What follows belongs to an exercise in optimizing a design on an open flow for a short achievable clock period and few clock cycles; a production flow would make more cautious choices.
Only simulation tests tie the RTL to the original design; equivalence was not proved.
No activity file was given, so power comes from the tool's default toggle rates.

[design.v]
`timescale 1ns / 1ps
module PROCESSOR(
			input wire Clk,
			input wire Resetin,
			output wire [9:0] imem_addr,
			input wire [31:0] imem_data,
			output wire [9:0] dmem_addr,
			output wire [31:0] dmem_wdata,
			output wire dmem_we,
			input wire [31:0] dmem_rdata
    );
localparam OP_ALU  = 6'b100000;
localparam OP_LI   = 6'b111000;
localparam OP_LUI  = 6'b111001;
localparam OP_ADDI = 6'b110000;
localparam OP_ANDI = 6'b110010;
localparam OP_ORI  = 6'b110011;
localparam OP_LB   = 6'b000011;
localparam OP_LW   = 6'b001111;
localparam OP_SB   = 6'b000111;
localparam OP_SW   = 6'b011111;
localparam OP_B    = 6'b111111;
localparam OP_BEQ  = 6'b000000;
localparam OP_BNE  = 6'b000001;
function [31:0] ksadd(input [31:0] x, input [31:0] y, input cin);
	reg [31:0] g, p, t;
	integer i, d;
	begin
		g = x & y;
		p = x ^ y;
		t = p;
		g[0] = g[0] | (p[0] & cin);
		for (d = 1; d < 32; d = d * 2)
			for (i = 31; i >= d; i = i - 1) begin
				g[i] = g[i] | (p[i] & g[i-d]);
				p[i] = p[i] & p[i-d];
			end
		ksadd = t ^ {g[30:0], cin};
	end
endfunction
function [9:0] ksadd10(input [9:0] x, input [9:0] y, input cin);
	reg [9:0] g, p, t;
	integer i, d;
	begin
		g = x & y;
		p = x ^ y;
		t = p;
		g[0] = g[0] | (p[0] & cin);
		for (d = 1; d < 10; d = d * 2)
			for (i = 9; i >= d; i = i - 1) begin
				g[i] = g[i] | (p[i] & g[i-d]);
				p[i] = p[i] & p[i-d];
			end
		ksadd10 = t ^ {g[8:0], cin};
	end
endfunction
wire       stall_d;
wire       eq_e;
reg        r_eq_e, r_ne_e;
reg  [9:0] rtgt_e, rtgtp1_e;
reg  [9:0] pc_f, pcp1_f;
wire [31:0] ir_d = imem_data;
wire [5:0] op_d  = ir_d[31:26];
reg  [1:0] bht [0:63];
reg [63:0] bht_v;
wire [5:0] bidx_d = pcp1_f[5:0];
wire       bpred_d = bht_v[bidx_d] ? bht[bidx_d][1] : ir_d[15];
wire       pred_d  = (op_d == OP_B) | (((op_d == OP_BEQ) | (op_d == OP_BNE)) & bpred_d);
wire [9:0] tgt_d   = ksadd10(pcp1_f, ir_d[9:0], 1'b0);
wire [9:0] tgtp1_d = ksadd10(pcp1_f, ir_d[9:0], 1'b1);
wire [9:0] pcp2_f  = pcp1_f + 10'd1;
assign imem_addr = pc_f;
wire [9:0] pc_norm   = stall_d ? pc_f   : (pred_d ? tgt_d   : pcp1_f);
wire [9:0] pcp1_norm = stall_d ? pcp1_f : (pred_d ? tgtp1_d : pcp2_f);
wire [9:0] pc_eq     = r_eq_e ? rtgt_e   : pc_norm;
wire [9:0] pc_ne     = r_ne_e ? rtgt_e   : pc_norm;
wire [9:0] pcp1_eq   = r_eq_e ? rtgtp1_e : pcp1_norm;
wire [9:0] pcp1_ne   = r_ne_e ? rtgtp1_e : pcp1_norm;
always @(posedge Clk) begin
	if (Resetin)
	begin
		pc_f   <= 10'd0;
		pcp1_f <= 10'd1;
	end else begin
		pc_f   <= eq_e ? pc_eq   : pc_ne;
		pcp1_f <= eq_e ? pcp1_eq : pcp1_ne;
	end
end
wire [4:0] rs_d = ir_d[25:21];
wire [4:0] rd_d = ir_d[20:16];
wire [4:0] rt_d = ir_d[15:11];
wire [3:0] fn_d = ir_d[3:0];
wire is_alu_d  = (op_d == OP_ALU);
wire is_li_d   = (op_d == OP_LI) | (op_d == OP_ADDI);
wire is_lui_d  = (op_d == OP_LUI);
wire is_andi_d = (op_d == OP_ANDI);
wire is_ori_d  = (op_d == OP_ORI);
wire is_imm_d  = is_li_d | is_lui_d | is_andi_d | is_ori_d;
wire is_lb_d   = (op_d == OP_LB);
wire is_lw_d   = (op_d == OP_LW);
wire is_ld_d   = is_lb_d | is_lw_d;
wire is_sb_d   = (op_d == OP_SB);
wire is_sw_d   = (op_d == OP_SW);
wire is_st_d   = is_sb_d | is_sw_d;
wire is_b_d    = (op_d == OP_B);
wire is_beq_d  = (op_d == OP_BEQ);
wire is_bne_d  = (op_d == OP_BNE);
wire f_add_d = is_alu_d & (fn_d == 4'b0000);
wire f_sub_d = is_alu_d & (fn_d == 4'b0001);
wire f_and_d = is_alu_d & (fn_d == 4'b0010);
wire f_or_d  = is_alu_d & (fn_d == 4'b0011);
wire f_not_d = is_alu_d & (fn_d == 4'b0100);
wire f_sra_d = is_alu_d & (fn_d == 4'b1000);
wire f_srl_d = is_alu_d & (fn_d == 4'b1010);
wire f_sll_d = is_alu_d & (fn_d == 4'b1001);
wire f_rol_d = is_alu_d & (fn_d == 4'b1100);
wire f_ror_d = is_alu_d & (fn_d == 4'b1101);
wire one_op_d = f_not_d | f_sra_d | f_srl_d | f_sll_d | f_rol_d | f_ror_d;
wire use1_d   = !is_b_d;
wire usert_d  = is_alu_d & !one_op_d;
wire userd_d  = is_st_d | is_beq_d | is_bne_d;
wire wr_d     = (is_alu_d | is_imm_d | is_ld_d) & (rd_d != 5'd0);
wire useimm_d = is_imm_d | is_ld_d | is_st_d;
wire [31:0] imm_d = is_lui_d ? {ir_d[15:0], 16'b0} :
                    (is_andi_d | is_ori_d) ? {16'b0, ir_d[15:0]} :
                    {{16{ir_d[15]}}, ir_d[15:0]};
wire       nz_d   = |ir_d[9:0];
wire [9:0] rtgt_d   = pred_d ? pcp1_f : tgt_d;
wire [9:0] rtgtp1_d = pred_d ? pcp2_f : tgtp1_d;
reg [31:0] rf [1:31];
wire [31:0] rf_rs = rf[rs_d];
wire [31:0] rf_rt = rf[rt_d];
wire [31:0] rf_rd = rf[rd_d];
reg        wr_m, ld_m, lb_m, we_m;
reg  [4:0] rd_m;
reg [31:0] res_m, wdata_m, wbv_w;
reg  [9:0] addr_m;
wire [31:0] ldv_m = lb_m ? {24'b0, dmem_rdata[7:0]} : dmem_rdata;
wire [31:0] wbv_m = ld_m ? ldv_m : res_m;
reg        v_e, wr_e, ld_e;
reg  [4:0] rd_e;
wire hitE_s = wr_e & (rd_e == rs_d);
wire hitE_t = wr_e & (rd_e == rt_d);
wire hitE_d = wr_e & (rd_e == rd_d);
wire hitM_s = wr_m & (rd_m == rs_d);
wire hitM_t = wr_m & (rd_m == rt_d);
wire hitM_d = wr_m & (rd_m == rd_d);
assign stall_d = ld_e & ((use1_d & hitE_s) | (usert_d & hitE_t) | (userd_d & hitE_d));
reg [31:0] rs_e, rt_e, rdv_e, imm_e;
reg        a_res, a_w, a_rf;
reg        b_res, b_w, b_rf, b_imm;
reg        b_resn, b_wn, b_rfn, b_ones;
reg        c_res, c_w, c_rf;
reg        st_e, sb_e, lb_e;
reg        bc_e, beq_e;
reg  [5:0] bidx_e;
reg        s_ar, s_sub, s_and, s_or, s_not, s_sra, s_srl, s_sll, s_rol, s_ror;
wire go_eq = !stall_d & !r_eq_e;
wire go_ne = !stall_d & !r_ne_e;
wire go_d  = eq_e ? go_eq : go_ne;
wire brc_d = (is_beq_d | is_bne_d) & nz_d;
always @(posedge Clk) begin
	if (Resetin) begin
		v_e    <= 1'b0;
		wr_e   <= 1'b0;
		ld_e   <= 1'b0;
		st_e   <= 1'b0;
		r_eq_e <= 1'b0;
		r_ne_e <= 1'b0;
		bc_e   <= 1'b0;
	end else begin
		bc_e   <= go_d & brc_d;
		v_e    <= go_d;
		wr_e   <= go_d & wr_d;
		ld_e   <= go_d & is_ld_d;
		st_e   <= go_d & is_st_d;
		r_eq_e <= go_d & brc_d & (is_beq_d ? !pred_d : pred_d);
		r_ne_e <= go_d & brc_d & (is_bne_d ? !pred_d : pred_d);
	end
	rd_e   <= rd_d;
	rs_e   <= rf_rs;
	rt_e   <= rf_rt;
	rdv_e  <= rf_rd;
	imm_e  <= imm_d;
	a_res  <= hitE_s;
	a_w    <= !hitE_s & hitM_s;
	a_rf   <= !hitE_s & !hitM_s & (rs_d != 5'd0);
	b_imm  <= useimm_d;
	b_res  <= !useimm_d & !f_sub_d & hitE_t;
	b_w    <= !useimm_d & !f_sub_d & !hitE_t & hitM_t;
	b_rf   <= !useimm_d & !f_sub_d & !hitE_t & !hitM_t & (rt_d != 5'd0);
	b_resn <= f_sub_d & hitE_t;
	b_wn   <= f_sub_d & !hitE_t & hitM_t;
	b_rfn  <= f_sub_d & !hitE_t & !hitM_t & (rt_d != 5'd0);
	b_ones <= f_sub_d & !hitE_t & !hitM_t & (rt_d == 5'd0);
	c_res  <= hitE_d;
	c_w    <= !hitE_d & hitM_d;
	c_rf   <= !hitE_d & !hitM_d & (rd_d != 5'd0);
	sb_e   <= is_sb_d;
	lb_e   <= is_lb_d;
	rtgt_e   <= rtgt_d;
	beq_e    <= is_beq_d;
	bidx_e   <= bidx_d;
	rtgtp1_e <= rtgtp1_d;
	s_ar  <= f_add_d | f_sub_d | is_li_d | is_lui_d | is_ld_d | is_st_d;
	s_sub <= f_sub_d;
	s_and <= f_and_d | is_andi_d;
	s_or  <= f_or_d | is_ori_d;
	s_not <= f_not_d;
	s_sra <= f_sra_d;
	s_srl <= f_srl_d;
	s_sll <= f_sll_d;
	s_rol <= f_rol_d;
	s_ror <= f_ror_d;
end
wire [31:0] A = ({32{a_res}} & res_m) | ({32{a_w}} & wbv_w) | ({32{a_rf}} & rs_e);
wire [31:0] B = ({32{b_res}} & res_m) | ({32{b_w}} & wbv_w) | ({32{b_rf}} & rt_e) | ({32{b_imm}} & imm_e)
              | ({32{b_resn}} & ~res_m) | ({32{b_wn}} & ~wbv_w) | ({32{b_rfn}} & ~rt_e) | {32{b_ones}};
wire [31:0] C = ({32{c_res}} & res_m) | ({32{c_w}} & wbv_w) | ({32{c_rf}} & rdv_e);
wire [31:0] sum = ksadd(A, B, s_sub);
wire [31:0] res_e = ({32{s_ar}} & sum)
                  | ({32{s_and}} & (A & B))
                  | ({32{s_or}}  & (A | B))
                  | ({32{s_not}} & ~A)
                  | ({32{s_sra}} & {A[31], A[31:1]})
                  | ({32{s_srl}} & {1'b0, A[31:1]})
                  | ({32{s_sll}} & {A[30:0], 1'b0})
                  | ({32{s_rol}} & {A[30:0], A[31]})
                  | ({32{s_ror}} & {A[0], A[31:1]});
assign eq_e = (A == C);
always @(posedge Clk) begin
	if (Resetin) begin
		wr_m <= 1'b0;
		we_m <= 1'b0;
	end else begin
		wr_m <= wr_e;
		we_m <= st_e;
	end
	ld_m    <= ld_e;
	lb_m    <= lb_e;
	rd_m    <= rd_e;
	res_m   <= res_e;
	if (ld_e | st_e)
		addr_m <= res_e[11:2];
	wdata_m <= sb_e ? {24'b0, C[7:0]} : C;
	wbv_w   <= wbv_m;
end
always @(posedge Clk)
	if (wr_m)
		rf[rd_m] <= wbv_m;
reg       bu_v, bu_t;
reg [5:0] bu_idx;
always @(posedge Clk) begin
	if (Resetin)
		bu_v <= 1'b0;
	else
		bu_v <= bc_e;
	bu_t   <= !(beq_e ^ eq_e);
	bu_idx <= bidx_e;
end
always @(posedge Clk) begin
	if (Resetin)
		bht_v <= 64'd0;
	else if (bu_v)
		bht_v[bu_idx] <= 1'b1;
	if (bu_v) begin
		if (!bht_v[bu_idx])
			bht[bu_idx] <= bu_t ? 2'b10 : 2'b01;
		else if (bu_t)
			bht[bu_idx] <= (bht[bu_idx] == 2'b11) ? 2'b11 : bht[bu_idx] + 2'b01;
		else
			bht[bu_idx] <= (bht[bu_idx] == 2'b00) ? 2'b00 : bht[bu_idx] - 2'b01;
	end
end
assign dmem_addr  = addr_m;
assign dmem_wdata = wdata_m;
assign dmem_we    = we_m;
endmodule
[flow/run.sh]
#!/bin/bash
# Standard layout, with repair_timing aiming for extra setup slack.
set -euo pipefail
bash standard.sh SETUP_SLACK_MARGIN=7.0 finish > standard.log 2>&1
[standard.sh]
#!/bin/bash
# synth_recipe.tcl (not shown) runs the flow's synth.tcl, then flattens the netlist and writes it again
# the make line also repeats each setting of config.mk as NAME=value (left out here)
make -C /OpenROAD-flow-scripts/flow DESIGN_CONFIG=/design/flow/config.mk WORK_HOME=/design/flow/orfs CLKGATE_MAP_FILE= SYNTH_SCRIPT=/design/flow/synth_recipe.tcl "${@:-finish}"
[config.mk]
export PLATFORM = sky130hd
export DESIGN_NAME = PROCESSOR
export DESIGN_NICKNAME = PROCESSOR
export VERILOG_FILES = /design/flow/design.v
export SDC_FILE = /design/flow/constraint.sdc
export NUM_CORES = 4
export LEC_CHECK = 0
export ABC_CLOCK_PERIOD_IN_PS = 1500
export CAP_MARGIN = 20
export CORE_MARGIN = 2
export CORE_UTILIZATION = 40
export PLACE_DENSITY = 0.6
export SLEW_MARGIN = 20
[constraint.sdc]
create_clock -name core_clock -period 10.0 [get_ports {Clk}]
set_input_delay 2.0000 -clock core_clock [delete_from_list [all_inputs] [get_ports {Clk}]]
set_output_delay 2.0000 -clock core_clock [all_outputs]
set_load 0.01 [all_outputs]
==> results.toml, run 1 <==
[placed_design]
post-place-ws_ns = 4.51
place.gp.congestion = 0.944
dp.cells = 8088
hpwl_mm = 161
port_buffers = 118
placed_area_um2 = 83400

[pwr]
power_frac_comb = 0.177
p_sw_frac = 0.275
p_sw_mw = 4.49
pwr-share-clk = 0.387
powerDensity_nw_per_um2 = 162
total_power_mw = 16.3
leakage_nw = 35.6
intPower_mw = 11.8
p_seq_frac = 0.437
ir_drop_mv = 0.222

[synth]
synthArstFlopShare = 0
dominantRegCellSynth = "edfxtp_1"
synth-seq-area-share = 0.529
synth.avg_cell_area_um2 = 13.9
synthesis.area_um2 = 78800
synthDistinctLibCells = 86
synthCells = 5662
ys_ff_latch = 1519
synth_edf_count = 1130
synth_nets = 5811
yosys_warnings = 1

[clock_tree]
clkTransAtPathRegs_ns = 0.07
root_buffer = "clkbuf_16"
h-tree-depth = 4
clock-sinks = 1519
cts_tree = "yes"
clk_latency_ns = 0.88
numCtsBuffers = 163
cts_hold_buf = 0
clock_path_buffers = 3

[global_routing]
gr-total-overflow = 0
grt_pass1_vias = 57700
grtUsageTotal = 0.315
grt_pass1_wl_mm = 446
antenna_found_initial = 28
grt_max_degree = 80

[floorplanning]
ios = 119
dieHeight_um = 448
initial_core_util = 0.403
fp.dieW_um = 448
die_area_um2 = 201000
fp-row-count = 162
coreArea_um2 = 195000

[critical_path]
r2r_end = "res_m[30]$_DFF_P_"
arrival_ns = 4.24
reg2reg_depth = 15
end_kind = "flop"
r2r_start = "b_rfn$_DFF_P_"
required_ns = 10.79
rrSetupSlack_ns = 6.55
start_kind = "flop"
crit_type = "reg2reg"
worstPathMaxFanout = 16

[finish]
area_growth_pct = 27.7
final_cell_mix = "1130 x edfxtp_1, 698 x mux4_2, 466 x nor2_1"
utilization = 0.515
finalNonFillerCells = 9023
fillCellCount = 16000
final_common_cell = "edfxtp_1"
drive_above_1_share = 0.359
stdcell_area_um2 = 101000
num-nets-final = 6399

[timing]
finalSetupViolCount = 0
setup-tns-final_ns = 0
slew_headroom = 0.237
fin_worst_skew_ns = 0.0544
whs_ns = 0.325
period_needed_ns = 3.45
finalMaxSlewViolations = 0
rsz0062_at_grt = "true"
fin_ws_ns = 6.55
clock.fmax_mhz = 290
tightest_slew_ns = 1.14
timing.final.hold_violations = 0
finalCritPeriodShare = 0.345

[worst_hold_path]
holdPathEnd = "bu_idx[2]$_DFF_P_"
holdPathStages = 0
min_path_type = "reg2reg"
hp-start = "bidx_e[2]$_DFF_P_"

[drt]
drt_pass1_iterations = 10
drt_iter0_drc = 11300
route.detailed.drc = 0
vias = 61800
drtAntennaViolNets = 0
wl_per_cell_um = 36.8
wl_mm = 332
avgViaCountPerCell = 6.85

[job]
cap_violations = 0

[outcome]
status = "no timing/DRC/antenna violations"
[state kept, by name, summed over array words and instances, names as in the netlist, 5 cells and up]
register  count
rf          992
rd_m          5
res_m        32
rs_e         32
pc_f         10
bidx_e        6
rd_e          5
wdata_m      32
rtgtp1_e     10
rtgt_e       10
pcp1_f       10
imm_e        32
addr_m       10
rt_e         32
bht_v        64
bu_idx        6
bht         128
wbv_w        32
rdv_e        32
[power by group through the flow]
stage          sequential [mW]  combinational (mW)  clock, mW
2_1_floorplan             7.14                1.38          0
3_3_place_gp              7.24                1.93          0
3_5_place_dp              7.24                1.95          0
4_1_cts                   7.11                2.57       6.33
5_1_grt                   7.13                2.97       6.58
6_report                  7.13                2.88       6.31
[routing by layer]
| metal | vias to the layer above | wire [um] | GRT usage | share of wire |
|---|---|---|---|---|
| met4 | 16 | 21500 | 0.170 | 0.065 |
| met3 | 1087 | 51000 | 0.100 | 0.15 |
| met2 | 5416 | 141000 | 0.458 | 0.42 |
| li1 | 24000 | - | - | - |
| met5 | - | 199 | 0 | 0.00060 |
| met1 | 31300 | 118000 | 0.420 | 0.36 |
[worst max-delay path by stage]
stage | start | end | slack (ns) | depth (start not counted)
final | b_rfn$_DFF_P_ | res_m[30]$_DFF_P_ | 6.55 | 15
after detailed placement | imem_data[29] | pc_f[3]$_SDFF_PP0_ | 4.51 | 10
after floorplan | imem_data[28] | pc_f[2]$_SDFF_PP0_ | 5.94 | 10
after global placement | imem_data[29] | pcp1_f[7]$_SDFF_PP0_ | 4.58 | 10
after CTS | b_w$_DFF_P_ | res_m[28]$_DFF_P_ | 6.56 | 17
after global routing | b_w$_DFF_P_ | res_m[23]$_DFF_P_ | 6.45 | 17
[repair_timing]
action,in CTS,in global routing
setup endpoints to repair,546,389
pin swaps,173,130
setup buffers,396,75
gates resized for setup,931,339
cloned,125,25
[critical path: stages (launching register included)]
cell	delay, ns
dfxtp_2	0.33
inv_4	0.06
buf_4	0.11
buf_4	0.14
bufbuf_16	0.33
o211a_1	0.19
nand4_1	0.14
ha_1	0.48
nand2_1	0.13
o21ai_2	0.26
or3_1	0.18
o21ai_2	0.16
nor4_4	0.37
nor3_2	0.07
or3_1	0.34
nand3_1	0.10
[cells in the mapped netlist (63+ instances only)]
cell type	count	area, um^2
o221ai_1	86	753
a21oi_1	318	1590
nand2_1	278	1040
xnor2_1	63	552
ha_1	79	988
o21ai_0	162	811
mux4_2	697	15700
o31ai_1	73	548
inv_1	140	526
nor2_1	513	1930
a222oi_1	64	641
dfxtp_1	389	7790
o22ai_1	80	500
mux2i_1	406	4060
clkbuf_1	342	1280
a22oi_1	87	653
buf_1	99	372
edfxtp_1	1130	33900
[layout make-up]
class	instances	area [um^2]	area share
clock inverter	64	826	0.00820
inverter	143	552	0.00548
antenna	12	30.0	0.000298
timing repair buffer	877	12100	0.120
clock buffer	238	4730	0.0470
multi-input combinational	3546	37400	0.372
tap	2624	3280	0.0326
sequential	1519	41800	0.415
[cell families after synthesis]
logic type / count (synthesis) / share of synthesized area
xor+xnor: 114 / 0.0127
flops: 1519 / 0.529
mux: 1158 / 0.260
buf+inv: 611 / 0.0300
simple gates: 1100 / 0.0624
compound gates: 1077 / 0.0919
fa+ha+maj: 83 / 0.0136
Testbench counts, summed over its fixed seeds: cycles 34,124.
==> run 2: changes to the inputs <==
==> flow/run.sh (replaced) <==
#!/bin/bash
# Standard layout, with repair_timing aiming for extra setup slack, and
# adders left to ABC (no full/half adder cell extraction).
set -euo pipefail
bash standard.sh SETUP_SLACK_MARGIN=7.0 ADDER_MAP_FILE= finish > standard.log 2>&1
==> run 2 against run 1 <==
Via count fell by 3.4%. Wire length fell by 3.8%. Combinational power fell by 6%. Setup slack got worse by 0.18 ns. Largest power group unchanged.
==> results.toml, run 2 <==
[critical_path]
rrSetupSlack_ns = 6.38
worstPathMaxFanout = 11
crit_type = "in2reg"
r2r_end = "pcp1_f[6]$_SDFF_PP0_"
r2r_start = "pcp1_f[0]$_SDFF_PP1_"
start_kind = "primary input"
startpoint = "imem_data[4]"
required_ns = 10.67
end_kind = "flop"
arrival_ns = 4.30
reg2reg_depth = 13

[global_routing]
antenna_found_initial = 18
gr-total-overflow = 0
grtUsageTotal = 0.306
use_met2 = 0.454
grtUsageMet1 = 0.403
top_usage_layer = "met2"
grt_max_degree = 90
grt_pass1_vias = 56600
grt_pass1_wl_mm = 432
grt_util_met3 = 0.103

[floorplanning]
initial_core_util = 0.402
coreArea_um2 = 195000
die_area_um2 = 199000
ios = 119
dieHeight_um = 447
fp-row-count = 162
fp.dieW_um = 447

[worst_hold_path]
holdPathEnd = "bu_idx[1]$_DFF_P_"
hp-start = "bidx_e[1]$_DFF_P_"
holdPathStages = 0
min_path_type = "reg2reg"

[drt]
wl_mm = 320
wl_per_cell_um = 36.1
avgViaCountPerCell = 6.75
vias = 59700
drt_pass1_iterations = 12
drtAntennaViolNets = 0
route.detailed.drc = 0
drt_iter0_drc = 9583

[finish]
final_cell_mix = "1130 x edfxtp_1, 681 x mux4_2, 513 x mux2i_1"
utilization = 0.511
num-nets-final = 6146
top_regs = "rf: 992 flops, bht: 128 flops, bht_v: 64 flops"
multi_input_area_um2 = 37900
area_growth_pct = 27.1
largest_reg_flops = 992
drive_above_1_share = 0.368
finalNonFillerCells = 8850
final_common_cell = "edfxtp_1"
regMostFlops = "rf"
fillCellCount = 15800
final-seq-area_um2 = 41800

[synth]
synthesis.area_um2 = 78400
yosys.area.top_type = "edfxtp_1"
synthCells = 5596
synth_top_area_frac = 0.433
synthDistinctLibCells = 81
synthArstFlopShare = 0
synth-seq-area-share = 0.532
synth_nets = 5662
synth.most_common_cell = "edfxtp_1"
synth_edf_count = 1130
synth_area_leaders = "edfxtp_1 43%, mux4_2 20%, dfxtp_1 9.9%"
yosys_warnings = 1
synth_common_cells = "1130 x edfxtp_1, 681 x mux4_2, 555 x nor2_1, 518 x mux2i_1, 389 x dfxtp_1"
ys_ff_latch = 1519
dominantRegCellSynth = "edfxtp_1"
synth.avg_cell_area_um2 = 14.0

[timing]
setup-tns-final_ns = 0
fin_worst_skew_ns = 0.0793
finalCritPeriodShare = 0.363
period_needed_ns = 3.63
finalMaxSlewViolations = 0
tightest_slew_ns = 1.22
finalSetupViolCount = 0
clock.fmax_mhz = 276
timing.final.hold_violations = 0
rsz0062_at_grt = "true"
slew_headroom = 0.186

[placed_design]
port_buffers = 118
place.gp.congestion = 0.954
dp.cells = 8011
hpwl_mm = 166

[clock_tree]
cts_tree = "yes"
clkTransAtPathRegs_ns = 0.06
clock-sinks = 1519
clock_path_buffers = 3
cts_hold_buf = 0
clk_latency_ns = 0.85
h-tree-depth = 4
numCtsBuffers = 163
root_buffer = "clkbuf_16"

[pwr]
intPower_mw = 11.7
leakage_nw = 34.9
p_sw_frac = 0.274
power_frac_comb = 0.168
p_sw_mw = 4.42
ir_drop_mv = 0.200
powerDensity_nw_per_um2 = 162
total_power_mw = 16.1
pwr-share-clk = 0.389
p_seq_frac = 0.443

[job]
cap_violations = 0

[outcome]
status = "no timing/DRC/antenna violations"
-- run 2: changes by cell type after synthesis, moves of 18 or more --
cell / before / now
mux2i_1: 406 / 518
ha_1: 79 / 0
a22oi_1: 87 / 12
inv_1: 140 / 71
a221oi_1: 11 / 79
nand2_1: 278 / 222
xnor2_1: 63 / 118
a21oi_1: 318 / 271
nor2_1: 513 / 555
o211a_1: 32 / 2
o221ai_1: 86 / 112
mux2_2: 46 / 70
maj3_1: 0 / 20
nand4_1: 58 / 40
-- run 2: worst max-delay path by stage --
stage / to / slack [ns]
floorplan: pcp1_f[8]$_SDFF_PP0_ / 5.94
global placement: pcp1_f[1]$_SDFF_PP0_ / 4.16
detailed placement: pcp1_f[1]$_SDFF_PP0_ / 4.19
CTS: pcp1_f[2]$_SDFF_PP0_ / 6.38
global route: pcp1_f[2]$_SDFF_PP0_ / 6.26
finish: pcp1_f[8]$_SDFF_PP0_ / 6.37
-- run 2: cells by family after synthesis --
family,count (synthesis),share of synthesized area
buf+inv,559,0.0281
simple gates,1040,0.0581
flops,1519,0.532
xor+xnor,178,0.0199
fa+ha+maj,24,0.00313
compound gates,1004,0.0861
mux,1272,0.272
-- run 2: per-layer routing --
metal / share of wire / wire [um]
met1: 0.36 / 116000
met3: 0.15 / 46600
met2: 0.43 / 139000
met5: 0.00030 / 97
met4: 0.058 / 18600
-- run 2: layout make-up --
type                       instances  share of cell area
antenna                            5            0.000126
timing repair buffer             778               0.107
inverter                          82             0.00347
sequential                      1519               0.420
clock inverter                    75             0.00940
multi-input combinational       3536               0.381
clock buffer                     231              0.0462
tap                             2624              0.0330
-- run 2: repair_timing --
item                                    4_1_cts  5_1_grt
endpoints found under the setup margin      739      416
resized for setup                           961      262
cloned                                      116       34
pin swaps                                   178      115
buffers inserted                            288       90
endpoints found under the hold margin         0        0
-- run 2: metrics by stage --
stage	hold WS [ns]	worst slack [ns]	area (um^2)
5_1_grt	0.329	6.26	99600
3_3_place_gp	0.310	4.16	83300
2_1_floorplan	0.310	5.94	80500
6_report	0.320	6.37	99600
3_5_place_dp	0.312	4.19	83300
4_1_cts	0.321	6.38	96900
-- run 2: power by group through the flow --
| stage | Clock (mW) | Combinational (mW) | Sequential (mW) |
|---|---|---|---|
| 2_1_floorplan | 0 | 1.36 | 7.14 |
| 3_3_place_gp | 0 | 1.89 | 7.25 |
| 3_5_place_dp | 0 | 1.90 | 7.24 |
| 4_1_cts | 6.30 | 2.43 | 7.11 |
| 5_1_grt | 6.55 | 2.79 | 7.14 |
| 6_report | 6.28 | 2.71 | 7.14 |
-- run 2: critical path, cell delays in order --
cell and delay (ns):
buf_2 0.32, nor2_1 0.13, o21ai_0 0.29, a21o_1 0.24, o211ai_1 0.14, a31oi_1 0.35, maj3_2 0.29, xnor2_2 0.12
nand2_1 0.08, a21oi_2 0.13, xnor2_1 0.12, a211oi_1 0.09
==> run 3: changes to the inputs <==
--- a/design.v
+++ b/design.v
@@ -57,7 +57,10 @@
 wire       stall_d;
 wire       eq_e;
 reg        r_eq_e, r_ne_e;
-reg  [9:0] rtgt_e, rtgtp1_e;
+reg  [9:0] pcp1_e, off_e;
+reg        pred_e;
+wire [9:0] rtgt_e   = pred_e ? pcp1_e : ksadd10(pcp1_e, off_e, 1'b0);
+wire [9:0] rtgtp1_e = pred_e ? pcp1_e + 10'd1 : ksadd10(pcp1_e, off_e, 1'b1);
 reg  [9:0] pc_f, pcp1_f;
 wire [31:0] ir_d = imem_data;
 wire [5:0] op_d  = ir_d[31:26];
@@ -125,8 +128,6 @@
                     (is_andi_d | is_ori_d) ? {16'b0, ir_d[15:0]} :
                     {{16{ir_d[15]}}, ir_d[15:0]};
 wire       nz_d   = |ir_d[9:0];
-wire [9:0] rtgt_d   = pred_d ? pcp1_f : tgt_d;
-wire [9:0] rtgtp1_d = pred_d ? pcp2_f : tgtp1_d;
 reg [31:0] rf [1:31];
 wire [31:0] rf_rs = rf[rs_d];
 wire [31:0] rf_rt = rf[rt_d];
@@ -198,10 +199,11 @@
 	c_rf   <= !hitE_d & !hitM_d & (rd_d != 5'd0);
 	sb_e   <= is_sb_d;
 	lb_e   <= is_lb_d;
-	rtgt_e   <= rtgt_d;
+	pcp1_e   <= pcp1_f;
+	off_e    <= ir_d[9:0];
+	pred_e   <= pred_d;
 	beq_e    <= is_beq_d;
 	bidx_e   <= bidx_d;
-	rtgtp1_e <= rtgtp1_d;
 	s_ar  <= f_add_d | f_sub_d | is_li_d | is_lui_d | is_ld_d | is_st_d;
 	s_sub <= f_sub_d;
 	s_and <= f_and_d | is_andi_d;
==> run 3 against run 2 <==
Via count down 2.6%. Register-to-register slack worse by 0.096 ns. Synthesized area about the same. Global-route usage up 0.22 points. Sequential cell count down 5. Total power up 2.4%. Sequential share of layout area down 0.18 points. Count of clock-buffer cells in the layout down 11. Largest cell class unchanged. Largest power group unchanged. Highest routed layer unchanged.
==> results.toml, run 3 <==
[finish]
top_regs = "rf: 992 flops, bht: 128 flops, bht_v: 64 flops"
stdcell_area_um2 = 100000
area_growth_pct = 27.6
final_common_cell = "edfxtp_1"
final_cell_mix = "1130 x edfxtp_1, 847 x mux4_2, 455 x nor2_1"
largest_reg_flops = 992
num-nets-final = 5897
regMostFlops = "rf"
fillCellCount = 15700
drive_above_1_share = 0.412

[timing]
tightest_slew_ns = 1.21
timing.final.hold_violations = 0
finalCritPeriodShare = 0.372
finalSetupViolCount = 0
setup-tns-final_ns = 0
clock.fmax_mhz = 269
rsz0062_at_grt = "true"
fin_worst_skew_ns = 0.0599
finalMaxSlewViolations = 0
period_needed_ns = 3.72
slew_headroom = 0.189

[pwr]
powerDensity_nw_per_um2 = 165
leakage_nw = 34.4
total_power_mw = 16.5
ir_drop_mv = 0.183

[global_routing]
grt_pass1_wl_mm = 430
antenna_found_initial = 19
gr-total-overflow = 0
grtUsageTotal = 0.308
grt_pass1_vias = 55500
grt_max_degree = 68

[synth]
synth_edf_count = 1130
synthesis.area_um2 = 78300
dominantRegCellSynth = "edfxtp_1"
synth_area_leaders = "edfxtp_1 43%, mux4_2 24%, dfxtp_1 9.8%"
synthCells = 5278
synthArstFlopShare = 0
synth.avg_cell_area_um2 = 14.8
synth.most_common_cell = "edfxtp_1"
synth_nets = 5344
yosys_warnings = 1
synth_top_area_frac = 0.433
ys_ff_latch = 1514
synth_common_cells = "1130 x edfxtp_1, 847 x mux4_2, 512 x nor2_1, 384 x dfxtp_1, 321 x mux2i_1"
synth-seq-area-share = 0.531
yosys.area.top_type = "edfxtp_1"
synthDistinctLibCells = 76

[clock_tree]
cts_hold_buf = 0
numCtsBuffers = 167
clock_path_buffers = 3
clock-sinks = 1514
cts_tree = "yes"
root_buffer = "clkbuf_16"
clk_latency_ns = 0.87
h-tree-depth = 4
clkTransAtPathRegs_ns = 0.06

[job]
cap_violations = 0

[critical_path]
required_ns = 10.74
reg2reg_depth = 14
worstPathMaxFanout = 8
arrival_ns = 4.46
rrSetupSlack_ns = 6.28
end_kind = "flop"
crit_type = "reg2reg"
start_kind = "flop"

[drt]
avgViaCountPerCell = 6.76
wl_met2_mm = 141
dr_wl_met3_mm = 44.3
vias = 58200
wl_mm = 319
wirelength_met1_mm = 108
highest_layer = "met5"
drt_iter0_drc = 9251
route.detailed.drc = 0
drtAntennaViolNets = 0
wl_per_cell_um = 37.0
drt_pass1_iterations = 7

[floorplanning]
dieHeight_um = 447
ios = 119
initial_core_util = 0.402
fp.dieW_um = 447
coreArea_um2 = 195000
fp-row-count = 162
die_area_um2 = 199000

[placed_design]
placed_area_um2 = 83100
place.gp.congestion = 0.927
port_buffers = 118
hpwl_mm = 167

[worst_hold_path]
min_path_type = "reg2reg"
holdPathStages = 0

[outcome]
status = "no timing/DRC/antenna violations"
==> run 3: changes by cell type after synthesis, moves of 22 or more <==
cell,delta
o21ai_0,-52
nor2_1,-43
o31ai_1,-60
mux2i_1,-197
a21oi_1,-35
a221oi_1,-27
o221ai_1,-43
clkbuf_1,-22
o22ai_1,-43
mux4_2,+166
==> run 3: cells by family after synthesis <==
family | after synthesis | synth area share
adder cells (fa/ha/maj) | 27 | 0.00350
AND/OR/NAND/NOR | 1012 | 0.0571
buffers and inverters | 548 | 0.0274
multiplexers | 1240 | 0.295
flip-flops | 1514 | 0.531
XOR/XNOR | 193 | 0.0216
AO/OA/AOI/OAI | 744 | 0.0642
==> run 3: stage by stage <==
stage / utilization / hold WS [ns] / cells / worst slack, ns
after CTS: 0.498 / 0.342 / 8435 / 6.36
after floorplan: - / 0.310 / 5278 / 6.08
final: 0.513 / 0.337 / 8609 / 6.28
after global placement: 0.426 / 0.316 / 7714 / 4.44
after detailed placement: 0.426 / 0.317 / 7716 / 4.44
after global routing: 0.513 / 0.355 / 8601 / 6.21
==> run 3: where the power goes <==
part / leakage (nW) / switching (mW) / total [mW] / internal (mW)
Clock: 2.82 / 2.74 / 6.54 / 3.80
Combinational: 18.2 / 1.50 / 2.81 / 1.31
Sequential: 13.4 / 0.224 / 7.15 / 6.93
Total: 34.4 / 4.46 / 16.5 / 12.0
==> run 3: cell type report <==
class,instances,area [um^2],share of cell area
inverter,87,353,0.00353
timing repair buffer,827,11400,0.114
sequential,1514,41800,0.418
tap,2624,3280,0.0328
antenna,9,22.5,0.000225
multi-input combinational,3234,37300,0.373
clock inverter,94,1210,0.0121
clock buffer,220,4610,0.0461
==> run 3: worst paths after layout <==
| kind | startpoint | end |
|---|---|---|
| min | lb_e$_DFF_P_ | lb_m$_DFF_P_ |
| max | pcp1_f[0]$_SDFF_PP1_ | pc_f[2]$_SDFF_PP0_ |
| max reg2reg | pcp1_f[0]$_SDFF_PP1_ | pc_f[2]$_SDFF_PP0_ |
| min reg2reg | lb_e$_DFF_P_ | lb_m$_DFF_P_ |
==> run 3: what timing repair did <==
item / 4_1_cts / 5_1_grt
endpoints found under the setup margin: 770 / 430
pin swaps: 153 / 138
resized for setup: 949 / 228
cloned: 120 / 26
buffers inserted: 285 / 139
==> run 3: critical path, stage by stage, from the launching register on <==
cell	delay (ns)
dfxtp_4	0.42
buf_12	0.13
buf_16	0.15
mux4_2	0.50
mux4_2	0.52
mux4_2	0.54
mux2i_4	0.24
o21a_4	0.30
buf_6	0.14
buf_4	0.13
nor2_4	0.11
xnor2_2	0.09
a21oi_2	0.14
nor2_1	0.05
a211oi_1	0.16
==> run 3: per-layer routing <==
metal,vias up,global-route usage
li1,22600,-
met1,29700,0.383
met2,4735,0.468
met3,1206,0.0998
met4,12,0.188
met5,-,0
Testbench counts of run 3, summed over its fixed seeds: cycles 34,124.
==> run 4: changes to the inputs <==
--- a/design.v
+++ b/design.v
@@ -64,10 +64,10 @@
 reg  [9:0] pc_f, pcp1_f;
 wire [31:0] ir_d = imem_data;
 wire [5:0] op_d  = ir_d[31:26];
-reg  [1:0] bht [0:63];
-reg [63:0] bht_v;
-wire [5:0] bidx_d = pcp1_f[5:0];
-wire       bpred_d = bht_v[bidx_d] ? bht[bidx_d][1] : ir_d[15];
+reg  [1:0] bht [0:31];
+reg [31:0] bht_v, tk_bk, tk_fw;
+wire [4:0] bidx_d = pcp1_f[4:0];
+wire       bpred_d = ir_d[15] ? tk_bk[bidx_d] : tk_fw[bidx_d];
 wire       pred_d  = (op_d == OP_B) | (((op_d == OP_BEQ) | (op_d == OP_BNE)) & bpred_d);
 wire [9:0] tgt_d   = ksadd10(pcp1_f, ir_d[9:0], 1'b0);
 wire [9:0] tgtp1_d = ksadd10(pcp1_f, ir_d[9:0], 1'b1);
@@ -154,7 +154,7 @@
 reg        c_res, c_w, c_rf;
 reg        st_e, sb_e, lb_e;
 reg        bc_e, beq_e;
-reg  [5:0] bidx_e;
+reg  [4:0] bidx_e;
 reg        s_ar, s_sub, s_and, s_or, s_not, s_sra, s_srl, s_sll, s_rol, s_ror;
 wire go_eq = !stall_d & !r_eq_e;
 wire go_ne = !stall_d & !r_ne_e;
@@ -251,7 +251,7 @@
 	if (wr_m)
 		rf[rd_m] <= wbv_m;
 reg       bu_v, bu_t;
-reg [5:0] bu_idx;
+reg [4:0] bu_idx;
 always @(posedge Clk) begin
 	if (Resetin)
 		bu_v <= 1'b0;
@@ -260,19 +260,22 @@
 	bu_t   <= !(beq_e ^ eq_e);
 	bu_idx <= bidx_e;
 end
-always @(posedge Clk) begin
-	if (Resetin)
-		bht_v <= 64'd0;
-	else if (bu_v)
+wire [1:0] bht_old = bht[bu_idx];
+wire [1:0] bht_new = !bht_v[bu_idx] ? (bu_t ? 2'b10 : 2'b01) :
+                     bu_t ? ((bht_old == 2'b11) ? 2'b11 : bht_old + 2'b01) :
+                            ((bht_old == 2'b00) ? 2'b00 : bht_old - 2'b01);
+always @(posedge Clk) begin
+	if (Resetin) begin
+		bht_v <= 32'd0;
+		tk_bk <= 32'hffffffff;
+		tk_fw <= 32'd0;
+	end else if (bu_v) begin
 		bht_v[bu_idx] <= 1'b1;
-	if (bu_v) begin
-		if (!bht_v[bu_idx])
-			bht[bu_idx] <= bu_t ? 2'b10 : 2'b01;
-		else if (bu_t)
-			bht[bu_idx] <= (bht[bu_idx] == 2'b11) ? 2'b11 : bht[bu_idx] + 2'b01;
-		else
-			bht[bu_idx] <= (bht[bu_idx] == 2'b00) ? 2'b00 : bht[bu_idx] - 2'b01;
-	end
+		tk_bk[bu_idx] <= bht_new[1];
+		tk_fw[bu_idx] <= bht_new[1];
+	end
+	if (bu_v)
+		bht[bu_idx] <= bht_new;
 end
 assign dmem_addr  = addr_m;
 assign dmem_wdata = wdata_m;
==> flow/run.sh (replaced) <==
#!/bin/bash
# Standard layout, with repair_timing aiming for extra setup slack.
set -euo pipefail
bash standard.sh SETUP_SLACK_MARGIN=7.0 finish > standard.log 2>&1
==> run 4 against run 3 <==
Setup slack better by 0.033 ns. Synthesized cell count is 0.57% lower. Combinational power hardly changed. Critical endpoint is now pcp1_f[6]$_SDFF_PP0_. Worst hold slack better by 0.023 ns. Maximum frequency is 0.91% higher. Synthesized area is 2.0% lower. Still clean on timing, DRC and antenna. Total power is 4.1% lower. Critical path depth is 3 lower.
==> results.toml, run 4 <==
[floorplanning]
fp-row-count = 160
ios = 119
fp.dieW_um = 442
dieHeight_um = 442
initial_core_util = 0.403
coreArea_um2 = 190000
die_area_um2 = 195000

[timing]
clock.fmax_mhz = 272
tightest_slew_ns = 1.10
slew_headroom = 0.263
finalSetupViolCount = 0
fin_worst_skew_ns = 0.0442
finalCritPeriodShare = 0.368
finalMaxSlewViolations = 0
rsz0062_at_grt = "true"
period_needed_ns = 3.68
setup-tns-final_ns = 0
timing.final.hold_violations = 0

[placed_design]
placed_area_um2 = 81300
port_buffers = 118
place.gp.congestion = 0.962
hpwl_mm = 159

[clock_tree]
clock-sinks = 1481
clkTransAtPathRegs_ns = 0.06
numCtsBuffers = 156
clk_latency_ns = 0.84
h-tree-depth = 4
root_buffer = "clkbuf_16"
cts_tree = "yes"
clock_path_buffers = 3

[pwr]
leakage_nw = 34.2
p_sw_mw = 4.30
p_sw_frac = 0.271
total_power_mw = 15.8
pwr-share-clk = 0.384
ir_drop_mv = 0.142
powerDensity_nw_per_um2 = 164
p_seq_frac = 0.439
power_frac_comb = 0.178
intPower_mw = 11.5

[critical_path]
cpPeakStageDelay_ns = 0.49
arrival_ns = 4.37
worstPathMaxFanout = 6
crit_slowest_cell = "mux4_2"
crit_path_frequent_cell = "mux4_2"
required_ns = 10.69
end_kind = "flop"
path_cells = "buf_8, buf_12, mux4_2, mux4_2, o31a_1, a21oi_4, buf_4, buf_6, a41oi_2, o22ai_2, a211oi_2"
start_kind = "primary input"
crit_type = "in2reg"

[drt]
drt_pass1_iterations = 10
highest_layer = "met5"
avgViaCountPerCell = 6.74
wl_per_cell_um = 35.7
vias = 56800
drt_iter0_drc = 9079
wl_mm = 301
wirelength_met1_mm = 105
route.detailed.drc = 0
wl_met2_mm = 134
drtAntennaViolNets = 0
dr_wl_met3_mm = 40.6

[synth]
synthesis.area_um2 = 76800
synthArstFlopShare = 0
yosys.area.top_type = "edfxtp_1"
yosys_warnings = 1
synth.most_common_cell = "edfxtp_1"
synth_top_area_frac = 0.417
synth_common_cells = "1066 x edfxtp_1, 807 x mux4_2, 425 x nor2_1, 415 x dfxtp_1, 298 x clkbuf_1"
synth_edf_count = 1066
ys_ff_latch = 1481
synth_nets = 5410
synth_area_leaders = "edfxtp_1 42%, mux4_2 24%, dfxtp_1 11%"
synthCells = 5248
synth-seq-area-share = 0.525
dominantRegCellSynth = "edfxtp_1"
synthDistinctLibCells = 76
synth.avg_cell_area_um2 = 14.6

[finish]
fillCellCount = 15400
stdcell_area_um2 = 96500
regMostFlops = "rf"
utilization = 0.507
multi_input_area_um2 = 36400
num-nets-final = 5946
final-seq-area_um2 = 40400
area_growth_pct = 25.8
largest_reg_flops = 992
final_cell_mix = "1066 x edfxtp_1, 807 x mux4_2, 381 x nor2_1"
final_common_cell = "edfxtp_1"
drive_above_1_share = 0.379
top_regs = "rf: 992 flops, bht: 64 flops"

[job]
cap_violations = 0

[global_routing]
antenna_found_initial = 17
grt_pass1_wl_mm = 409
gr-total-overflow = 0
grtUsageTotal = 0.294
grt_max_degree = 100
grt_pass1_vias = 53800

[worst_hold_path]
min_path_type = "reg2reg"

[outcome]
status = "no timing/DRC/antenna violations"
run 4: final timing paths:
| kind | startpoint | to | slack [ns] | cells after the start |
|---|---|---|---|---|
| max | imem_data[15] | pcp1_f[6]$_SDFF_PP0_ | 6.32 | 11 |
| min | lb_e$_DFF_P_ | lb_m$_DFF_P_ | 0.36 | 0 |
| max reg2reg | a_res$_DFF_P_ | pcp1_f[6]$_SDFF_PP0_ | 6.39 | 20 |
| min reg2reg | lb_e$_DFF_P_ | lb_m$_DFF_P_ | 0.36 | 0 |
run 4: worst max-delay path: cells and delay by family:
| kind | cells | cell delay (ns) |
|---|---|---|
| buffers and inverters | 4 | 0.49 |
| multiplexers | 2 | 0.77 |
| AO/OA/AOI/OAI | 5 | 1.10 |
run 4: cells by family (layout without fill, tap and decap cells):
group,Yosys count,after routing,share of synthesized area
fa+ha+maj,96,96,0.0162
flops,1481,1481,0.525
buf+inv,565,1229,0.0287
other cells,0,5,0
xor+xnor,130,130,0.0148
mux,1150,1150,0.283
simple gates,939,940,0.0543
compound gates,887,892,0.0778
run 4: routing by layer:
| metal | up-vias | GRT usage |
|---|---|---|
| met5 | - | 0 |
| met4 | 14 | 0.166 |
| met3 | 1013 | 0.0850 |
| met2 | 4481 | 0.449 |
| met1 | 29000 | 0.375 |
| li1 | 22300 | - |
run 4: layout make-up:
| class | count | area share |
|---|---|---|
| Timing Repair Buffer | 790 | 0.111 |
| Multi-Input combinational cell | 3208 | 0.377 |
| Tap cell | 2511 | 0.0325 |
| Clock buffer | 217 | 0.0461 |
| Clock inverter | 75 | 0.00932 |
| Inverter | 147 | 0.00601 |
| Antenna cell | 5 | 0.000130 |
| Sequential cell | 1481 | 0.418 |
run 4: metrics by stage:
step           cells  setup slack, ns  hold slack [ns]
2_1_floorplan   5248             5.98            0.310
3_3_place_gp    7614             4.19            0.317
3_5_place_dp    7617             4.14            0.332
4_1_cts         8243             6.40            0.360
5_1_grt         8429             6.28            0.364
6_report        8434             6.32            0.361
run 4: power groups by stage:
stage               Combinational [mW]  Sequential [mW]  Clock [mW]
floorplan                         1.43             6.97           0
global placement                  2.01             7.06           0
detailed placement                2.02             7.06           0
CTS                               2.51             6.93        6.12
global route                      2.92             6.94        6.37
finish                            2.81             6.95        6.08
run 4: repair_timing:
action | in CTS | in global routing
gates cloned | 98 | 28
pin swaps | 110 | 121
endpoints found under the setup margin | 855 | 320
setup buffers | 236 | 158
hold buffers | 0 | 0
resized for setup | 746 | 280
Testbench counts of run 4, summed over its fixed seeds: cycles 34,148.
==> run 5: changes to the inputs <==
--- a/config.mk
+++ b/config.mk
@@ -8,6 +8,6 @@
 export ABC_CLOCK_PERIOD_IN_PS = 1500
 export CAP_MARGIN = 20
 export CORE_MARGIN = 2
-export CORE_UTILIZATION = 40
-export PLACE_DENSITY = 0.6
+export CORE_UTILIZATION = 45
+export PLACE_DENSITY = 0.65
 export SLEW_MARGIN = 20
==> run 5 against run 4 <==
Via count grew 1.5%. Clock skew grew 0.026 ns. First-iteration DRC count grew 8.7%. Total power grew 0.75%. Register-to-register slack lost 0.09 ns. Utilization grew 6.0 points. Sequential share of layout area grew 0.19 points. Non-clock buffer count shrank 18. Still clean on timing, DRC and antenna. Critical path type is now reg2reg. Highest routed layer unchanged.
==> results.toml, run 5 <==
[outcome]
status = "no timing/DRC/antenna violations"

[critical_path]
arrival_ns = 4.42
endpoint = "res_m[31]$_DFF_P_"
worstPathMaxFanout = 9
r2r_start = "b_wn$_DFF_P_"
start_kind = "flop"
r2r_end = "res_m[31]$_DFF_P_"
required_ns = 10.73
crit_type = "reg2reg"
end_kind = "flop"
rrSetupSlack_ns = 6.30
startpoint = "b_wn$_DFF_P_"
reg2reg_depth = 15

[clock_tree]
clock_path_buffers = 3
h-tree-depth = 4
clkTransAtPathRegs_ns = 0.06
numCtsBuffers = 160
cts_tree = "yes"
clk_latency_ns = 0.84
clock-sinks = 1481
root_buffer = "clkbuf_16"

[floorplanning]
dieHeight_um = 417
coreArea_um2 = 169000
die_area_um2 = 174000
ios = 119
initial_core_util = 0.453
fp.dieW_um = 417
fp-row-count = 151

[finish]
top_regs = "rf: 992 flops, bht: 64 flops"
finalNonFillerCells = 8132
final_cell_mix = "1066 x edfxtp_1, 807 x mux4_2, 382 x nor2_1"
final_common_cell = "edfxtp_1"
largest_reg_flops = 992
num-nets-final = 5934
area_growth_pct = 25.2
drive_above_1_share = 0.376
regMostFlops = "rf"

[timing]
finalMaxSlewViolations = 0
finalSetupViolCount = 0
finalCritPeriodShare = 0.370
fin_ws_ns = 6.30
rsz0062_at_grt = "true"
slew_headroom = 0.199
fin_worst_skew_ns = 0.0702
setup-tns-final_ns = 0
tightest_slew_ns = 1.20
timing.final.hold_violations = 0
period_needed_ns = 3.70
clock.fmax_mhz = 270

[drt]
drtAntennaViolNets = 0
avgViaCountPerCell = 7.10
drt_pass1_iterations = 12
route.detailed.drc = 0
drt_iter0_drc = 9872
vias = 57700
wl_per_cell_um = 36.6
wl_mm = 298

[pwr]
total_power_mw = 16.0
p_seq_frac = 0.438
powerDensity_nw_per_um2 = 166
ir_drop_mv = 0.125
intPower_mw = 11.6
power_frac_comb = 0.176
leakage_nw = 34.2
pwr-share-clk = 0.386
p_sw_frac = 0.271
p_sw_mw = 4.32

[synth]
synthesis.area_um2 = 76800
synth_nets = 5410
synth.most_common_cell = "edfxtp_1"
yosys.area.top_type = "edfxtp_1"
synthDistinctLibCells = 76
synth_area_leaders = "edfxtp_1 42%, mux4_2 24%, dfxtp_1 11%"
dominantRegCellSynth = "edfxtp_1"
synth-seq-area-share = 0.525
synthArstFlopShare = 0
synth.avg_cell_area_um2 = 14.6
ys_ff_latch = 1481
synthCells = 5248
yosys_warnings = 1
synth_common_cells = "1066 x edfxtp_1, 807 x mux4_2, 425 x nor2_1, 415 x dfxtp_1, 298 x clkbuf_1"
synth_top_area_frac = 0.417
synth_edf_count = 1066

[placed_design]
hpwl_mm = 152
dp.cells = 7318
place.gp.congestion = 0.983
post-place-ws_ns = 4.06
port_buffers = 118

[global_routing]
grt_max_degree = 97
gr-total-overflow = 0
antenna_found_initial = 12
grtUsageTotal = 0.332
grt_pass1_vias = 54700
grt_pass1_wl_mm = 408

[worst_hold_path]
min_path_type = "reg2reg"

[job]
cap_violations = 0
==> run 5: repair_timing <==
action,in CTS,in global routing
cloned,109,17
endpoints found under the hold margin,0,0
endpoints found under the setup margin,702,328
hold buffers,0,0
pin swaps,114,96
buffers inserted,290,94
resized for setup,846,222
==> run 5: power by group through the flow <==
stage	Combinational, mW	Sequential, mW	Clock, mW
global route	2.90	6.98	6.42
CTS	2.55	6.96	6.17
global placement	1.98	7.08	0
floorplan	1.43	6.97	0
detailed placement	2.00	7.08	0
finish	2.80	6.99	6.17
==> run 5: logic make-up (layout without fill, tap and decap cells) <==
kind of cell,count (synthesis),in the layout,synth area share
buffers and inverters,565,1218,0.0287
and+or+nand+nor,939,942,0.0543
xor gates and xnor gates,130,130,0.0148
DFF,1481,1481,0.525
adders and majority gates,96,96,0.0162
other,0,5,0
muxes,1150,1150,0.283
AOI/OAI and AO/OA,887,892,0.0778
==> run 5: stage by stage <==
stage,hold slack [ns],utilization,area [um^2]
global placement,0.318,0.477,80800
global route,0.352,0.567,96100
detailed placement,0.327,0.477,80800
floorplan,0.310,-,78300
CTS,0.346,0.555,94000
finish,0.343,0.567,96100
==> run 5: how the worst min path moves through the flow <==
| stage | cells after the start | slack [ns] | from | end |
|---|---|---|---|---|
| finish | 0 | 0.34 | lb_e$_DFF_P_ | lb_m$_DFF_P_ |
| floorplan | 0 | 0.31 | lb_e$_DFF_P_ | lb_m$_DFF_P_ |
| CTS | 0 | 0.35 | lb_e$_DFF_P_ | lb_m$_DFF_P_ |
| global placement | 0 | 0.32 | lb_e$_DFF_P_ | lb_m$_DFF_P_ |
| detailed placement | 0 | 0.33 | lb_e$_DFF_P_ | lb_m$_DFF_P_ |
| global route | 0 | 0.35 | lb_e$_DFF_P_ | lb_m$_DFF_P_ |
==> run 5: per-layer routing <==
layer | global-route usage | routed length [um]
met3 | 0.110 | 44700
met4 | 0.201 | 23000
met5 | 0.00306 | 80
met2 | 0.493 | 129000
met1 | 0.422 | 100000
==> run 5: area by class of cell <==
class,instances,area (um^2)
Fill cell,12700,73400
Sequential cell,1481,40400
Multi-Input combinational cell,3210,36300
Timing Repair Buffer,772,10600
Clock buffer,230,4580
Tap cell,2218,2780
Clock inverter,69,861
Inverter,147,572
Antenna cell,5,12.5
==> run 5: critical path: stages, from the launching register on <==
cell	delay, ns
dfxtp_4	0.35
buf_12	0.14
buf_6	0.15
mux2i_2	0.14
o211a_1	0.22
nand4_1	0.29
ha_4	0.30
a21o_1	0.19
a41oi_2	0.15
o21ai_2	0.09
a21oi_2	0.18
nor3b_4	0.28
a21oi_4	0.11
o41ai_4	0.49
xnor2_1	0.13
a221o_1	0.34
==> run 6: changes to the inputs <==
--- a/design.v
+++ b/design.v
@@ -67,7 +67,8 @@
 reg  [1:0] bht [0:31];
 reg [31:0] bht_v, tk_bk, tk_fw;
 wire [4:0] bidx_d = pcp1_f[4:0];
-wire       bpred_d = ir_d[15] ? tk_bk[bidx_d] : tk_fw[bidx_d];
+reg        pk_v, pk_bk, pk_fw;
+wire       bpred_d = pk_v ? (ir_d[15] ? pk_bk : pk_fw) : ir_d[15];
 wire       pred_d  = (op_d == OP_B) | (((op_d == OP_BEQ) | (op_d == OP_BNE)) & bpred_d);
 wire [9:0] tgt_d   = ksadd10(pcp1_f, ir_d[9:0], 1'b0);
 wire [9:0] tgtp1_d = ksadd10(pcp1_f, ir_d[9:0], 1'b1);
@@ -87,6 +88,17 @@
 	end else begin
 		pc_f   <= eq_e ? pc_eq   : pc_ne;
 		pcp1_f <= eq_e ? pcp1_eq : pcp1_ne;
+	end
+end
+wire pk_norm = stall_d ? pk_v : !pred_d;
+always @(posedge Clk) begin
+	if (Resetin)
+		pk_v <= 1'b0;
+	else
+		pk_v <= eq_e ? (!r_eq_e & pk_norm) : (!r_ne_e & pk_norm);
+	if (!stall_d) begin
+		pk_bk <= tk_bk[pcp2_f[4:0]];
+		pk_fw <= tk_fw[pcp2_f[4:0]];
 	end
 end
 wire [4:0] rs_d = ir_d[25:21];
--- a/config.mk
+++ b/config.mk
@@ -8,6 +8,6 @@
 export ABC_CLOCK_PERIOD_IN_PS = 1500
 export CAP_MARGIN = 20
 export CORE_MARGIN = 2
-export CORE_UTILIZATION = 45
-export PLACE_DENSITY = 0.65
+export CORE_UTILIZATION = 40
+export PLACE_DENSITY = 0.6
 export SLEW_MARGIN = 20
==> run 6 against run 5 <==
Sequential cell count up 3. Maximum frequency down 5.6%. Synthesized cell count up 9.8%. Wire length up 8.2%. Die area up 13%. Register-to-register slack worse by 0.22 ns. Final cell count up 8.9%. Combinational power down 4%. Sequential power about the same. First-iteration DRC count up 8.5%.
==> results.toml, run 6 <==
[outcome]
status = "no timing/DRC/antenna violations"

[clock_tree]
cts_tree = "yes"
clock_path_buffers = 3
clock-sinks = 1484
cts_hold_buf = 0
h-tree-depth = 4
clkTransAtPathRegs_ns = 0.06
clk_latency_ns = 0.85
numCtsBuffers = 159
root_buffer = "clkbuf_16"

[timing]
whs_ns = 0.348
fin_worst_skew_ns = 0.0359
slew_headroom = 0.104
setup-tns-final_ns = 0
rsz0062_at_grt = "true"
period_needed_ns = 3.92
timing.final.hold_violations = 0
finalMaxSlewViolations = 0
finalSetupViolCount = 0
tightest_slew_ns = 1.34
clock.fmax_mhz = 255
fin_ws_ns = 6.08
finalCritPeriodShare = 0.392

[worst_hold_path]
min_path_type = "reg2reg"
hp-start = "lb_e$_DFF_P_"

[global_routing]
grtUsageMet1 = 0.397
grtUsageTotal = 0.315
use_met2 = 0.469
grt_pass1_wl_mm = 439
grt_max_degree = 68
grt_pass1_vias = 57200
antenna_found_initial = 27
grt_util_met3 = 0.0917
gr-total-overflow = 0
top_usage_layer = "met2"

[floorplanning]
die_area_um2 = 197000
initial_core_util = 0.403
dieHeight_um = 444
fp-row-count = 161
ios = 119
coreArea_um2 = 192000
fp.dieW_um = 444

[synth]
synthesis.area_um2 = 77400
synth_top_family_by_area = "multiplexers"
synthAdderAreaFrac = 0.0163
synth_area_leaders = "edfxtp_1 41%, mux4_2 18%, dfxtp_1 11%"
synthCells = 5761
synth-compound-area-share = 0.104
dominantRegCellSynth = "edfxtp_1"
yosys.area.top_type = "edfxtp_1"
synth_xor_area_frac = 0.0136
yosys_warnings = 1
synth_common_cells = "1068 x edfxtp_1, 628 x mux4_2, 471 x mux2i_1, 460 x nor2_1, 416 x dfxtp_1"
synth_nets = 5924
ys_ff_latch = 1484
synth.most_common_cell = "edfxtp_1"
synthDistinctLibCells = 81
synth_top_area_frac = 0.414
yosys-mux-area-fraction = 0.252
synth-seq-area-share = 0.522
synth.avg_cell_area_um2 = 13.4
synthArstFlopShare = 0
synthSimpleGateAreaFrac = 0.0612
synth_edf_count = 1068

[drt]
wl_per_cell_um = 36.4
wl_mm = 322
drtAntennaViolNets = 0
avgViaCountPerCell = 6.82
route.detailed.drc = 0
drt_pass1_iterations = 10
drt_iter0_drc = 10700
vias = 60400

[finish]
utilization = 0.500
finalNonFillerCells = 8853
drive_above_1_share = 0.329
area_growth_pct = 24.3
largest_reg_flops = 992
final_cell_mix = "1068 x edfxtp_1, 631 x mux4_2, 463 x mux2i_1"
final_common_cell = "edfxtp_1"
num-nets-final = 6344
regMostFlops = "rf"
top_regs = "rf: 992 flops, bht: 64 flops"

[placed_design]
dp.cells = 8100
post-place-ws_ns = 4.61
place.gp.congestion = 0.929
hpwl_mm = 172
port_buffers = 118

[critical_path]
arrival_ns = 4.64
end_kind = "flop"
worstPathMaxFanout = 16
startpoint = "b_rfn$_DFF_P_"
crit_type = "reg2reg"
r2r_start = "b_rfn$_DFF_P_"
required_ns = 10.73
start_kind = "flop"
rrSetupSlack_ns = 6.08

[pwr]
leakage_nw = 34.5
powerDensity_nw_per_um2 = 162
ir_drop_mv = 0.200

[job]
cap_violations = 0
==> run 6: cell count changes in the layout (fill, tap and decap cells not counted), moves of 44 or more <==
cell,change
o21ai_0,+54
mux2i_1,+201
mux4_2,-176
nand2_1,+50
a21oi_1,+79
o221ai_1,+44
==> run 6: per-layer routing <==
metal  wire length, um  up-vias  share of wire
met3             43000     1203           0.13
met2            140000     4885           0.43
li1                  -    23800              -
met4             26700       16          0.083
met5               169        -        0.00052
met1            112000    30400           0.35
==> run 6: what timing repair did <==
action | 4_1_cts | 5_1_grt
setup buffers | 222 | 124
gates resized for setup | 848 | 262
pin swaps | 129 | 98
setup endpoints to repair | 716 | 411
gates cloned | 84 | 16
==> run 6: report_power, final <==
| part | internal [mW] | switching [mW] | leakage (nW) |
|---|---|---|---|
| sequential | 6.78 | 0.191 | 13.3 |
| clock | 3.37 | 2.60 | 2.57 |
| combinational | 1.15 | 1.54 | 18.7 |
==> run 6: final cells by class <==
type                       instances  area, um^2
inverter                         166         658
timing repair inverter             2        22.5
antenna                           10        25.0
multi-input combinational       3648       37100
timing repair buffer             720        9590
tap                             2526        3160
fill                           16000       96100
sequential                      1484       40500
clock buffer                     226        4550
clock inverter                    71         636
==> run 6: critical path, stage by stage (launching register included) <==
cell,delay [ns]
dfxtp_1,0.30
inv_2,0.14
buf_12,0.20
o211a_4,0.22
nand4_1,0.17
inv_2,0.12
fa_2,0.23
inv_2,0.04
fa_2,0.34
a211o_1,0.35
a21oi_2,0.23
a211oi_4,0.06
o211ai_1,0.28
buf_4,0.17
a31oi_4,0.10
nor3_4,0.26
nor4_2,0.06
or4b_4,0.54
==> run 6: logic make-up after synthesis <==
family	count (synthesis)
flops	1484
compound gates	1193
mux	1149
simple gates	1087
buf+inv	631
xor+xnor	120
fa+ha+maj	97
==> run 6: worst paths after layout <==
path,to,cells past startpoint
setup / recovery,res_m[28]$_DFF_P_,17
setup reg to reg,res_m[28]$_DFF_P_,17
hold / removal,lb_m$_DFF_P_,0
hold reg to reg,lb_m$_DFF_P_,0
==> run 6: through the flow <==
step                instance area, um^2  power [mW]
detailed placement                82200        9.10
finish                            96300        15.6
floorplan                         78800        8.36
global route                      96300        16.0
CTS                               93700        15.4
global placement                  82100        9.08
Testbench counts of run 6, summed over its fixed seeds: cycles 34,240.

[port drivers added, routing unchanged]
How much do the figures lean on ideal ports? The routed layouts below were timed once more, with nothing changed but the port constraints.
Step 1 assumes that a clkbuf_16 drives the clock port and a buf_2 every other input.
Step 2 moves the port delays by t, midway between the first and last clock arrival at a register: inputs arrive t later, outputs are due t later. That takes back most of the time a late clock gives input paths.
Slacks: ideal ports / drivers / drivers and shift; pairs: ideal ports / drivers.
| run | shift t [ns] | setup slack, ns | hold WS [ns] | latest minus earliest clock arrival (ns) | worst data-port slew with drivers (ns) |
|---|---|---|---|---|---|
| run 1 | 0.935 | 6.552 / 6.403 / 5.468 | 0.325 / 0.325 / 0.325 | 0.058 / 0.059 | 0.48 |
| run 2 | 0.923 | 6.370 / 6.206 / 5.283 | 0.320 / 0.320 / 0.320 | 0.103 / 0.104 | 0.36 |
| run 3 | 0.942 | 6.284 / 6.284 / 5.593 | 0.337 / 0.337 / 0.337 | 0.060 / 0.060 | 0.32 |
| run 4 | 0.907 | 6.318 / 6.367 / 5.460 | 0.361 / 0.361 / 0.361 | 0.048 / 0.048 | 0.28 |
| run 5 | 0.899 | 6.303 / 6.303 / 5.437 | 0.343 / 0.343 / 0.343 | 0.090 / 0.090 | 0.37 |
| run 6 | 0.925 | 6.084 / 6.084 / 5.619 | 0.348 / 0.348 / 0.348 | 0.043 / 0.042 | 0.33 |
After both steps setup and hold are still met in every run listed. For run 2, which loses most, drivers alone change the setup slack by -0.164 ns; drivers and shift together by -1.087 ns.
